Source: an optimization exercise on an open RTL-to-GDS flow (aim: small area, a short achievable clock period and few clock cycles). Production flows keep margins and buffers that such runs may drop.
In this exercise RTL edits were held to simulation tests only and were not proved equivalent to the original.
Power figures rest on the tool's default switching activity, not on a simulated workload.

File: flow/config.mk
export PLATFORM = sky130hd
export DESIGN_NAME = simple_cpu
export DESIGN_NICKNAME = simple_cpu
export VERILOG_FILES = /design/flow/design.v
export SDC_FILE = /design/flow/constraint.sdc
export NUM_CORES = 4
export LEC_CHECK = 0
export CAP_MARGIN = 20
export CORE_MARGIN = 2
export CORE_UTILIZATION = 40
export SLEW_MARGIN = 20
File: flow/constraint.sdc
create_clock -name core_clock -period 8.0 [get_ports {clk}]
set_input_delay 1.6000 -clock core_clock [delete_from_list [all_inputs] [get_ports {clk}]]
set_output_delay 1.6000 -clock core_clock [all_outputs]
set_load 0.01 [all_outputs]
File: flow/design.v
/*verilator lint_off UNUSED*/
module alu(
in1, in2, control, out, zero, neg
);
input wire [31:0] in1;
input wire [31:0] in2;
input wire [3:0] control;  
output wire [31:0] out;
output wire zero;  
output wire neg;  
reg [31:0] acc;
reg reg_zero;
reg reg_neg;
always @*
begin
   if (control == 4'b0000) begin  
      acc = in1 + in2;
   end else if (control == 4'b1000) begin  
      acc = in1 - in2;
   end else if (control == 4'b1001) begin  
      acc = ($signed(in1) - $signed(in2));
   end else if (control == 4'b0001) begin  
      acc = in1 << in2[4:0];
   end else if (control == 4'b0010) begin  
      acc[0] = ($signed(in1) < $signed(in2));
      acc[31:1] = 31'h0;
   end else if (control == 4'b0011) begin  
      acc[0] = (in1 < in2);
      acc[31:1] = 31'h0;
   end else if (control == 4'b0100) begin  
      acc = in1 ^ in2;
   end else if (control == 4'b101) begin  
      acc = in1 >> in2[4:0];
   end else if (control == 4'b1101) begin  
      acc = $signed(in1) >>> in2[4:0];
   end else if (control == 4'b110) begin  
      acc = in1 | in2;
   end else if (control == 4'b111) begin  
      acc = in1 & in2;
   end else begin
      acc = 32'h0;
   end
   reg_neg = (acc[31] == 1'b1);
   reg_zero = (acc == 32'h0);
end
assign out  = acc;
assign neg  = reg_neg;
assign zero = reg_zero;
endmodule
/*verilator lint_off UNUSED*/
module register_file(
clk, reset, rd_1_en, rd_2_en, read_reg_1, read_reg_2, write_reg, write_data, write_en, data_out_1, data_out_2
);
input wire clk;
input wire reset;
input wire rd_1_en;
input wire rd_2_en;
input wire [4:0] read_reg_1;
input wire [4:0] read_reg_2;
input wire [4:0] write_reg;
input wire [31:0] write_data;
input wire write_en;
output reg [31:0] data_out_1;
output reg [31:0] data_out_2;
reg [31:0] registers_1 [0:31];
reg [31:0] registers_2 [0:31];
always @(posedge clk)
begin
   if(write_en == 1 && write_reg != 0) begin
      registers_1[write_reg] <= write_data;
      registers_2[write_reg] <= write_data;
   end
   if (rd_1_en == 1) begin
      data_out_1 <= (read_reg_1 == 5'd0) ? 32'h0 : registers_1[read_reg_1];
   end
   if (rd_2_en == 1) begin
      data_out_2 <= (read_reg_2 == 5'd0) ? 32'h0 : registers_2[read_reg_2];
   end
end
endmodule
/*verilator lint_off UNUSED*/
module simple_cpu(
clk, reset, read_req, read_addr, read_data, read_data_valid, write_req, write_addr, write_data, memory_mask, error_instruction, debug
);
input wire clk;
input wire reset;
output reg read_req;
output reg [31:0] read_addr;
input wire [31:0] read_data;
input wire read_data_valid;
output reg write_req;
output reg [31:0] write_addr;
output reg [31:0] write_data;
output reg [3:0] memory_mask;
output reg error_instruction;
output reg [31:0] debug;
reg read_1_en;
reg read_2_en;
reg [4:0] read_reg_1;
reg [4:0] read_reg_2;
reg [4:0] write_reg;
reg [31:0] reg_write_data;
reg write_en;
wire [31:0] data_out_1;
wire [31:0] data_out_2;
reg [31:0] pc;
reg misaligned_load;
register_file register_file_inst(
.clk(clk), .reset(reset), .rd_1_en(read_1_en), .rd_2_en(read_2_en), .read_reg_1(read_reg_1), .read_reg_2(read_reg_2), .write_reg(write_reg), .write_data(reg_write_data), .write_en(write_en), .data_out_1(data_out_1), .data_out_2(data_out_2)
);
reg [7:0] state;  
reg [7:0] future_state;  
reg [31:0] instruction_sav;
reg [31:0] jump_add_reg;
parameter IDLE = 0, IF_MEM = IDLE+1, ID = IF_MEM+1, ID_BUF = ID+1,
          EX_LD = ID_BUF+1, MEM_LD = EX_LD+1, WB_LD = MEM_LD+1,
          EX_R = WB_LD+1, MEM_R=EX_R+1, WB_R = MEM_R+1,
          EX_S=WB_R+1, MEM_S=EX_S+1, WB_S = MEM_S+1,
          EX_IR=WB_S+1, MEM_IR=EX_IR+1, WB_IR=MEM_IR+1,
          EX_J=WB_IR+1, MEM_J=EX_J+1, WB_J=MEM_J+1,
          EX_UPC=WB_J+1, MEM_UPC=EX_UPC+1, WB_UPC=MEM_UPC+1,
          EX_LUI=WB_UPC+1, MEM_LUI=EX_LUI+1, WB_LUI=MEM_LUI+1,
          EX_JALR=WB_LUI+1, MEM_JALR=EX_JALR+1, WB_JALR=MEM_JALR+1,
          EX_BR=WB_JALR+1, MEM_BR=EX_BR+1, WB_BR=MEM_BR+1,
          EX_SYS=WB_BR+1, MEM_SYS=EX_SYS+1, WB_SYS=MEM_SYS+1;
reg [31:0] alu_in1;
reg [31:0] alu_in2;
reg [3:0] alu_control;
wire [31:0] alu_out;
wire alu_zero;
wire alu_neg;
parameter mscratch = 0, mtvec = mscratch+1, mepc = mtvec+1, mcause = mepc+1, mtval = mcause+1;
reg [31:0] CSRegs [0:mtval];
alu alu_inst(
.in1(alu_in1), .in2(alu_in2), .control(alu_control), .out(alu_out), .zero(alu_zero), .neg(alu_neg)
);
always @(posedge clk)
begin : main
   reg[31:0] offset;
   reg[31:0] src;
   reg[31:0] csr_idx;
   if(reset == 1) begin
      read_req <= 1'b0;
      read_addr <= 32'b0;
      write_req <= 1'b0;
      write_addr <= 32'b0;
      write_data <= 32'b0;
      read_1_en <= 1'b0;
      read_2_en <= 1'b0;
      read_reg_1 <= 5'b0;
      read_reg_2 <= 5'b0;
      write_reg <= 5'b0;
      write_data <= 32'b0;
      write_en <= 1'b0;
      pc <= 32'b0;
      memory_mask <= 4'b0;
      error_instruction <= 1'b0;
      debug <= 32'b1;
      state <= IF_MEM;
   end else begin
      read_1_en <= 1'b0;
      read_2_en <= 1'b0;
      read_req <= 1'b0;
      write_req <= 1'b0;
      write_en <= 1'b0;
      read_addr <= pc[31:0];
      memory_mask <= 4'b1111;
      misaligned_load <= 1'b0;
      case (state)
      IF_MEM: begin
         if(pc[1:0] == 2'b00) begin
            pc <= pc+4;
            read_req <= 1'b1;
            state <= ID;
         end else begin  
            pc <= CSRegs[mtvec];
            CSRegs[mepc] <= pc;
            CSRegs[mtval] <= pc;
            state <= IF_MEM;
         end
      end
      ID: begin
         if( read_data_valid == 1'b1) begin
            instruction_sav <= read_data;
            state <= ID_BUF;
            if ( read_data[6:0] == 7'b0000011) begin  
               read_1_en <= 1'b1;
               read_reg_1 <= read_data[19:15];
               future_state <= EX_LD;
            end else if ( read_data[6:0] == 7'b0110011 ) begin  
               read_1_en <= 1'b1;
               read_2_en <= 1'b1;
               read_reg_1 <= read_data[19:15];
               read_reg_2 <= read_data[24:20];
               future_state <= EX_R;
            end else if ( read_data[6:0] == 7'b0100011 ) begin  
               read_1_en <= 1'b1;
               read_reg_1 <= read_data[19:15];
               future_state <= EX_S;
            end else if ( read_data[6:0] == 7'b0010011 ) begin  
               read_1_en <= 1'b1;
               read_reg_1 <= read_data[19:15];
               future_state <= EX_IR;
            end else if ( read_data[6:0] == 7'b1101111 ) begin  
               future_state <= EX_J;
            end else if ( read_data[6:0] == 7'b0010111 ) begin  
               future_state <= EX_UPC;
            end else if ( read_data[6:0] == 7'b0110111 ) begin  
               read_1_en <= 1'b1;
               read_reg_1 <= read_data[11:7];
               future_state <= EX_LUI;
            end else if ( read_data[6:0] == 7'b1100111 ) begin  
               read_1_en <= 1'b1;
               read_reg_1 <= read_data[19:15];
               future_state <= EX_JALR;
            end else if ( read_data[6:0] == 7'b1100011 ) begin  
               read_1_en <= 1'b1;
               read_2_en <= 1'b1;
               read_reg_1 <= read_data[19:15];
               read_reg_2 <= read_data[24:20];
               future_state <= EX_BR;
            end else if ( read_data[6:0] == 7'b1110011 ) begin  
               read_1_en <= 1'b1;
               read_reg_1 <= read_data[19:15];
               future_state <= EX_SYS;
            end else begin  
               error_instruction <= 1'b1;
               future_state <= IF_MEM;
            end
         end else begin
            read_req <= 1'b1;
            read_addr <= pc[31:0]-4;  
         end
      end
      ID_BUF: begin  
         state <= future_state;
         if(future_state == EX_S) begin
            read_1_en <= 1'b1;
            read_reg_1 <= instruction_sav[24:20];  
         end
      end
      EX_LD: begin
         alu_in1 <= data_out_1;
         alu_in2 <= {{20{instruction_sav[31]}}, instruction_sav[31:20]};
         alu_control <= 4'b0;  
         state <= MEM_LD;
      end
      MEM_LD: begin
         read_addr <= alu_out[31:0];
         if(instruction_sav[14:12] == 3'b000 || instruction_sav[14:12] == 3'b100) begin  
            memory_mask <= 4'b0001;
            read_req <= 1'b1;
         end else if (instruction_sav[14:12] == 3'b001 || instruction_sav[14:12] == 3'b101) begin  
            memory_mask <= 4'b0011;
            if (alu_out[0] == 1'b0) begin  
               read_req <= 1'b1;
            end else begin
               misaligned_load <= 1'b1;
               pc <= CSRegs[mtvec];
               CSRegs[mepc] <= pc-4;
               CSRegs[mtval] <= alu_out;
               CSRegs[mcause] <= 32'd4;  
            end
         end else if (instruction_sav[14:12] == 3'b010) begin  
            memory_mask <= 4'b1111;
            if (alu_out[1:0] == 2'b0) begin  
               read_req <= 1'b1;
            end else begin
               misaligned_load <= 1'b1;
               pc <= CSRegs[mtvec];
               CSRegs[mepc] <= pc-4;
               CSRegs[mtval] <= alu_out;
               CSRegs[mcause] <= 32'd4;  
            end
         end
         state <= WB_LD;
      end
      WB_LD: begin
         if( read_data_valid == 1'b1) begin
            if(instruction_sav[14:12] == 3'b000) begin  
               reg_write_data <= { {24{read_data[7]}}, read_data[7:0] };
            end else if (instruction_sav[14:12] == 3'b001) begin  
               reg_write_data <= { {16{read_data[15]}}, read_data[15:0] };
            end else if (instruction_sav[14:12] == 3'b010) begin  
               reg_write_data <= read_data[31:0];
            end else if (instruction_sav[14:12] == 3'b100) begin  
               reg_write_data <= {24'b0, read_data[7:0]};
            end else if (instruction_sav[14:12] == 3'b101) begin  
               reg_write_data <= {16'b0, read_data[15:0]};
            end
            write_reg <= instruction_sav[11:7];
            write_en <= 1'b1;
            state <= IF_MEM;
         end else if ( misaligned_load == 1'b1 ) begin  
            state <= IF_MEM;
         end else begin
            read_req <= 1'b1;
            read_addr <= read_addr;
         end
      end
      EX_R: begin
         alu_in1 <= data_out_1;
         alu_in2 <= data_out_2;
         alu_control <= {instruction_sav[30], instruction_sav[14:12]};
         state <= MEM_R;
      end
      MEM_R: begin  
         state <= WB_R;
      end
      WB_R: begin
         reg_write_data <= alu_out;
         write_reg <= instruction_sav[11:7];
         write_en <= 1'b1;
         state <= IF_MEM;
      end
      EX_S: begin
         alu_in1 <= data_out_1;
         alu_in2 <= { {20{instruction_sav[31]}}, instruction_sav[31:25], instruction_sav[11:7]};  
         alu_control <= 4'b0;  
         state <= MEM_S;
      end
      MEM_S: begin
         if(instruction_sav[14:12] == 3'b000) begin  
            memory_mask <= 4'b0001;
            write_req <= 1'b1;
         end else if (instruction_sav[14:12] == 3'b001) begin  
            memory_mask <= 4'b0011;
            if (alu_out[0] == 1'b0) begin  
               write_req <= 1'b1;
            end else begin
               pc <= CSRegs[mtvec];
               CSRegs[mepc] <= pc-4;
               CSRegs[mtval] <= alu_out;
               CSRegs[mcause] <= 32'd6;  
            end
         end else if (instruction_sav[14:12] == 3'b010) begin  
            memory_mask <= 4'b1111;
            if (alu_out[1:0] == 2'b00) begin  
               write_req <= 1'b1;
            end else begin
               pc <= CSRegs[mtvec];
               CSRegs[mepc] <= pc-4;
               CSRegs[mtval] <= alu_out;
               CSRegs[mcause] <= 32'd6;  
            end
         end
         write_addr <= alu_out[31:0];
         write_data <= data_out_1;
         state <= WB_S;
      end
      WB_S : begin
         state <= IF_MEM;
      end
      EX_IR: begin
         alu_control <= {1'b0, instruction_sav[14:12]};
         alu_in1 <= data_out_1;
         if(instruction_sav[14:12] == 3'b000 || instruction_sav[14:12] == 3'b100 || instruction_sav[14:12] == 3'b110|| instruction_sav[14:12] == 3'b111
         || instruction_sav[14:12] == 3'b010 || instruction_sav[14:12] == 3'b011) begin  
            alu_in2 <= { {20{instruction_sav[31]}}, instruction_sav[31:20]};
         end else if(instruction_sav[14:12] == 3'b001 || instruction_sav[14:12] == 3'b101) begin  
            alu_in2 <= {27'b0, instruction_sav[24:20]};
            alu_control <= {instruction_sav[30], instruction_sav[14:12]};
         end else begin
            alu_in2 <= {20'b0, instruction_sav[31:20]};
         end
         state <= MEM_IR;
      end
      MEM_IR: begin
         state <= WB_IR;
      end
      WB_IR: begin
         reg_write_data <= alu_out;
         write_reg <= instruction_sav[11:7];
         write_en <= 1'b1;
         state <= IF_MEM;
      end
      EX_J: begin
         jump_add_reg <= pc + {{11{instruction_sav[31]}}, instruction_sav[31], instruction_sav[19:12], instruction_sav[20], instruction_sav[30:21], 1'b0};
         state <= MEM_J;
      end
      MEM_J: begin
         state <= WB_J;
      end
      WB_J: begin  
         reg_write_data <= pc;  
         pc <= jump_add_reg-4;
         write_reg <= instruction_sav[11:7];
         write_en <= 1'b1;
         state <= IF_MEM;
      end
      EX_UPC: begin
         alu_in1 <= (pc-4);
         alu_in2 <= {instruction_sav[31:12], 12'b0};
         alu_control <= 4'b0;  
         state <= MEM_UPC;
      end
      MEM_UPC: begin
         state <= WB_UPC;
      end
      WB_UPC: begin
         reg_write_data <= alu_out;
         write_reg <= instruction_sav[11:7];
         write_en <= 1'b1;
         state <= IF_MEM;
      end
      EX_LUI: begin
         state <= MEM_LUI;
      end
      MEM_LUI: begin
         state <= WB_LUI;
      end
      WB_LUI: begin
         reg_write_data <= {instruction_sav[31:12], 12'b0};  
         write_reg <= instruction_sav[11:7];
         write_en <= 1'b1;
         state <= IF_MEM;
      end
      EX_JALR : begin
         alu_in1 <= data_out_1;
         alu_in2 <= {{20{instruction_sav[31]}}, instruction_sav[31:20]};
         alu_control <= 4'b0;  
         state <= MEM_JALR;
      end
      MEM_JALR : begin
         state <= WB_JALR;
      end
      WB_JALR : begin
         reg_write_data <= pc;
         pc <= {alu_out[31:1], 1'b0};
         write_reg <= instruction_sav[11:7];
         write_en <= 1'b1;
         state <= IF_MEM;
      end
      EX_BR : begin
         alu_in1 <= data_out_1;
         alu_in2 <= data_out_2;
         if(instruction_sav[14:12] == 3'b000 || instruction_sav[14:12] == 3'b001) begin  
            alu_control <= 4'b1000;  
         end else if(instruction_sav[14:12] == 3'b110 || instruction_sav[14:12] == 3'b111) begin  
            alu_control <= 4'b0011;  
         end else begin
            alu_control <= 4'b0010;  
         end
         state <= MEM_BR;
      end
      MEM_BR: begin
         state <= WB_BR;
      end
      WB_BR: begin
         offset = { {19{instruction_sav[31]}}, instruction_sav[31], instruction_sav[7], instruction_sav[30:25], instruction_sav[11:8], 1'b0};
         if(instruction_sav[14:12] == 3'b000 && alu_zero == 1'b1) begin  
            pc <= pc-4+offset;
         end else if (instruction_sav[14:12] == 3'b001 && alu_zero == 1'b0) begin  
            pc <= pc-4+offset;
         end else if (instruction_sav[14:12] == 3'b101 && alu_out == 32'b0 ) begin  
            pc <= pc-4+offset;
         end else if (instruction_sav[14:12] == 3'b111 && alu_out == 32'b0 ) begin  
            pc <= pc-4+offset;
         end else if (instruction_sav[14:12] == 3'b100 && alu_out == 32'b1 ) begin  
            pc <= pc-4+offset;
         end else if (instruction_sav[14:12] == 3'b110 && alu_out == 32'b1 ) begin  
            pc <= pc-4+offset;
         end
         state <= IF_MEM;
      end
      EX_SYS: begin
         state <= MEM_SYS;
      end
      MEM_SYS: begin
         state <= WB_SYS;
      end
      WB_SYS: begin
         if(instruction_sav[14] == 1'b0) begin
            src = data_out_1;
         end else begin
            src = {27'b0, instruction_sav[19:15]};
         end
         if(instruction_sav[31:20] == 12'h340) begin  
            csr_idx = mscratch;
         end else if (instruction_sav[31:20] == 12'h305) begin  
            csr_idx = mtvec;
         end else if (instruction_sav[31:20] == 12'h341) begin  
            csr_idx = mepc;
         end else if (instruction_sav[31:20] == 12'h342) begin  
            csr_idx = mcause;
         end else if (instruction_sav[31:20] == 12'h343) begin  
            csr_idx = mtval;
         end
         if(instruction_sav[14:12] == 3'b000) begin  
            if(instruction_sav[31:20] == 12'b000000000000) begin  
               pc <= CSRegs[mtvec];
               CSRegs[mepc] <= pc-4;
               CSRegs[mcause] <= 32'd11;  
            end else if(instruction_sav[31:20] == 12'b000000000001) begin  
               pc <= CSRegs[mtvec];
               CSRegs[mepc] <= pc-4;
               CSRegs[mcause] <= 32'd3;  
            end else if(instruction_sav[31:20] == 12'b001100000010) begin  
               pc <= CSRegs[mepc];
            end
         end else if(instruction_sav[13:12] == 2'b01) begin  
            CSRegs[csr_idx] <= src;
            reg_write_data <= CSRegs[csr_idx];
            write_reg <= instruction_sav[11:7];
            write_en <= 1'b1;
         end else if(instruction_sav[13:12] == 2'b10) begin  
            CSRegs[csr_idx] <= (CSRegs[csr_idx] | src);
            reg_write_data <= CSRegs[csr_idx];
            write_reg <= instruction_sav[11:7];
            write_en <= 1'b1;
         end else if(instruction_sav[13:12] == 2'b11) begin  
            CSRegs[csr_idx] <= (CSRegs[csr_idx] & ~src);
            reg_write_data <= CSRegs[csr_idx];
            write_reg <= instruction_sav[11:7];
            write_en <= 1'b1;
         end
         state <= IF_MEM;
      end
      default: begin
      end
      endcase
   end
end
endmodule
File: flow/run.sh
#!/bin/bash
# synth_recipe.tcl (not shown) runs the flow's synth.tcl, then flattens the netlist and writes it again
# the make line also repeats each setting of config.mk as NAME=value (left out here)
make -C /OpenROAD-flow-scripts/flow DESIGN_CONFIG=/design/flow/config.mk WORK_HOME=/design/flow/orfs CLKGATE_MAP_FILE= SYNTH_SCRIPT=/design/flow/synth_recipe.tcl finish
==> impl_metrics.py <==
metrics = {
    "floorplan": {
        "dieArea_um2": 229100,
        "core_area_um2": 224500,
        "initial_core_util_pct": 40.14,
        "ios": 170,
        "rows": 174,
        "die_y_um": 478.6,
        "die_x_um": 478.6,
    },
    "yosys": {
        "async_flop_share_pct": 0,
        "synth_top_family_by_area": "multiplexers",
        "synth-xor-area-share_pct": 1.575,
        "synth_cell_types": 103,
        "syn_area_um2": 90100,
        "synth-compound-area-share_pct": 11.39,
        "synth.top_cell.area_share_pct": 48.19,
        "synth.area.top_cells": "edfxtp_1, mux4_2, dfxtp_1",
        "ys_seq_elements": 1604,
        "seq_area_frac_synth_pct": 51.70,
        "synth_top_area_cell": "edfxtp_1",
        "synthSimpleGateAreaFrac_pct": 9.106,
        "synthMuxAreaShare_pct": 20.26,
        "synth-edff-count": 1446,
        "avgSynthCellArea_um2": 12.93,
        "syn-instance-count": 6969,
        "synthFlopType": "edfxtp_1",
        "yosys.cell_count.top_type": "edfxtp_1",
        "synth_warnings": 3,
        "ys_top_cells_by_count": "edfxtp_1, mux4_2, nand2_1",
        "synthAdderAreaFrac_pct": 2.394,
    },
    "setup_path": {
        "regToRegStartpoint": "pc[2]$_SDFFE_PP0P_",
        "crit_fanout": 14,
        "crit_required_ns": 8.75,
        "r2r_slack_ns": 0.25,
        "reg2reg_to": "pc[28]$_SDFFE_PP0P_",
        "worstSetupPathType": "flop to flop",
        "r2r_cells": 21,
        "cp_cell_sequence": "buf_4 > inv_1 > ha_1 > nand4_1 > or4_1 > or3_1 > or3_1 > nor2_1 > nand4_1 > nor3_1 > xor2_1 > ha_1 > nand2b_1 > o21ai_0 > a222oi_1 > o221ai_1 > a21oi_1 > o221ai_1 > a21oi_1 > nor4_1 > a31o_1",
        "endpoint_kind": "flop",
        "cp_slowest_stage_delay_ns": 0.71,
        "critPathArrivalTime_ns": 8.50,
        "cp_slowest_cell": "or4_1",
        "critPathLaunchType": "flop",
    },
    "hold_path": {
        "whs_path_depth": 2,
        "min_to": "write_addr[0]$_SDFFE_PP0P_",
        "worstHoldPathType": "flop to flop",
        "worstHoldStart": "write_addr[0]$_SDFFE_PP0P_",
    },
    "global_route": {
        "antenna_found_initial": 38,
        "grt_pass1_vias": 65150,
        "track_usage_pct": 32.53,
        "grt_pass1_wl_um": 524800,
        "grt_max_degree": 151,
        "grt-ovfl-total": 0,
    },
    "detailed_routing": {
        "drc": 0,
        "first_pass_iters": 9,
        "wire_per_inst_um": 37.43,
        "viasPerCell": 6.691,
        "ant_nets": 0,
        "vias": 68100,
        "postRouteWirelength_um": 381000,
        "drt-initial-drc-count": 10290,
    },
    "layout": {
        "drive_gt1_share_pct": 20.22,
        "multiInputGateArea_um2": 41020,
        "top_register": "register_file_inst.registers_1",
        "largest_reg_flops": 640,
        "top_regs": "register_file_inst.registers_1: 640 flops, register_file_inst.registers_2: 384 flops, CSRegs: 192 flops",
        "nets": 7232,
        "seqCellArea_um2": 46620,
        "n_fill_cell": 19950,
        "synthToLayoutAreaGrowth_pct": 12.68,
    },
    "job": {
        "cap_violations": 0,
    },
    "clock_network": {
        "post_cts_buffers": 0,
        "cts-buffers-inserted": 172,
        "cts_buffer_depth": 3,
        "cts_resized": 0,
        "cts_tree": "done",
        "cts_root_buf": "clkbuf_16",
        "htree_levels": 4,
        "clk_pin_slew_ns": 0.07,
        "clkSinkCount": 1604,
        "hold_buffers": 0,
        "clock_latency_ns": 0.87,
    },
    "timing": {
        "whs_ns": 0.4514,
        "finalSetupTns_ns": 0,
        "timing.final.setup_violations": 0,
        "slew_headroom_pct": 18.85,
        "rsz0062_at_grt": "false",
        "hold_viol": 0,
        "worst_slew_pin_slew_ns": 1.200,
        "period_needed_ns": 7.749,
        "fin_crit_sh_pct": 96.87,
        "skew_ns": 0.08322,
        "fmax_mhz": 129.0,
        "finalMaxSlewViolations": 0,
    },
    "place": {
        "io_buffer_count": 137,
        "dp_hpwl_um": 260700,
        "gp_congestion": 1.055,
    },
    "pwr": {
        "powerDensity_nw_per_um2": 269.1,
        "power.leakage_uw": 0.03274,
        "vdd_ir_drop_max_uv": 235.6,
        "power_uw": 27320,
    },
    "status": {
        "status": "no timing/DRC/antenna violations",
    },
}
-- worst max-delay path by stage --
stage / start / end / slack, ns / depth (start not counted)
after floorplan: alu_in2[3]$_DFFE_PP_ / CSRegs[2][0]$_DFFE_PP_ / 1.39 / 18
after global placement: pc[2]$_SDFFE_PP0P_ / pc[28]$_SDFFE_PP0P_ / 0.55 / 21
final: pc[2]$_SDFFE_PP0P_ / pc[28]$_SDFFE_PP0P_ / 0.25 / 21
after CTS: pc[2]$_SDFFE_PP0P_ / pc[28]$_SDFFE_PP0P_ / 0.64 / 21
after detailed placement: pc[2]$_SDFFE_PP0P_ / pc[28]$_SDFFE_PP0P_ / 0.65 / 21
after global routing: pc[2]$_SDFFE_PP0P_ / pc[28]$_SDFFE_PP0P_ / 0.1 / 21
-- layout make-up --
type                            count  area share [%]
Inverter                          197          0.7283
Timing Repair Buffer              413           3.587
Clock buffer                      210           4.442
Tap cell                         2992           3.687
Clock inverter                    108           1.198
Multi-Input combinational cell   4639           40.40
Sequential cell                  1604           45.92
Antenna cell                       15         0.03697
-- critical path, delay by kind of cell (launching register included) --
family | cells | cell delay [ns]
DFF | 1 | 0.30
buffers and inverters | 2 | 0.53
xor gates and xnor gates | 1 | 0.40
adders and majority gates | 2 | 0.79
and+or+nand+nor | 9 | 3.36
AOI/OAI and AO/OA | 7 | 2.24
-- layer usage --
layer | up-vias | global-route usage, % | share of wire, %
met4 | 22 | 18.64 | 6.8
met3 | 1073 | 6.971 | 10
met2 | 4585 | 49.81 | 45
li1 | 27610 | - | -
met1 | 34810 | 42.93 | 38
met5 | - | 0 | 0.044
-- power breakdown --
| part | switching, µW | total [µW] | internal [µW] |
|---|---|---|---|
| Combinational | 6260 | 9100 | 2840 |
| Clock | 3590 | 8200 | 4610 |
| Sequential | 440 | 10000 | 9580 |
-- through the flow --
stage | utilization (%) | area [µm²] | setup WS [ns] | instances
6_report | 45.23 | 101500 | 0.2508 | 10180
5_1_grt | 45.22 | 101500 | 0.09906 | 10170
4_1_cts | 45.20 | 101500 | 0.6429 | 10160
3_5_place_dp | 42.65 | 95730 | 0.6526 | 9843
3_3_place_gp | 42.65 | 95730 | 0.5456 | 9842
2_1_floorplan | - | 90330 | 1.391 | 7031
-- layout by cell type, fill, tap and decap left out, types with 111 or more instances in the layout --
cell type        Yosys  layout
nand2_1            587     586
mux4_2             698     698
clkdlybuf4s50_1      0     136
buf_4               41     258
a21oi_1            373     368
ha_1               166     166
clkbuf_16            0     174
mux2i_1            182     182
edfxtp_1          1446    1446
dfxtp_1            158     146
nor3_1             141     136
o21ai_0            343     336
xnor2_1            123     123
nor2_1             516     477
inv_1              191     189
nand3_1            112     111
-- kinds of logic after synthesis --
kind of cell | count (synthesis)
compound gates | 1521
mux | 943
xor+xnor | 162
buf+inv | 788
flops | 1604
simple gates | 1779
fa+ha+maj | 170
other cells | 2
Testbench counts, summed over its fixed seeds: cycles 192,018.

## re-timing with driven ports
The flow's constraints put no driver on any port. The routed layout listed below was extracted and timed again, unchanged, in two steps. Step 1 (the two cells are an assumption about what drives the block):
set clk [get_ports {clk}]
set_driving_cell -lib_cell sky130_fd_sc_hd__clkbuf_16 $clk
set_driving_cell -lib_cell sky130_fd_sc_hd__buf_2 [delete_from_list [all_inputs] $clk]
Step 2 times the ports against the registers' clock, not the clock port: input delays grow and output delays shrink by t, the midpoint of the rising clock arrivals with the driver on. Three values: no drivers, after step 1, after step 2; two values: the first two.
shift t [ns]: 0.921
setup slack, ns: 0.251 / 0.251 / 0.251
worst data-port slew with drivers (ns): 0.23
After both steps this run still meets setup and hold. For this run, drivers alone change the setup slack by 0.000 ns; drivers and shift together by 0.000 ns.
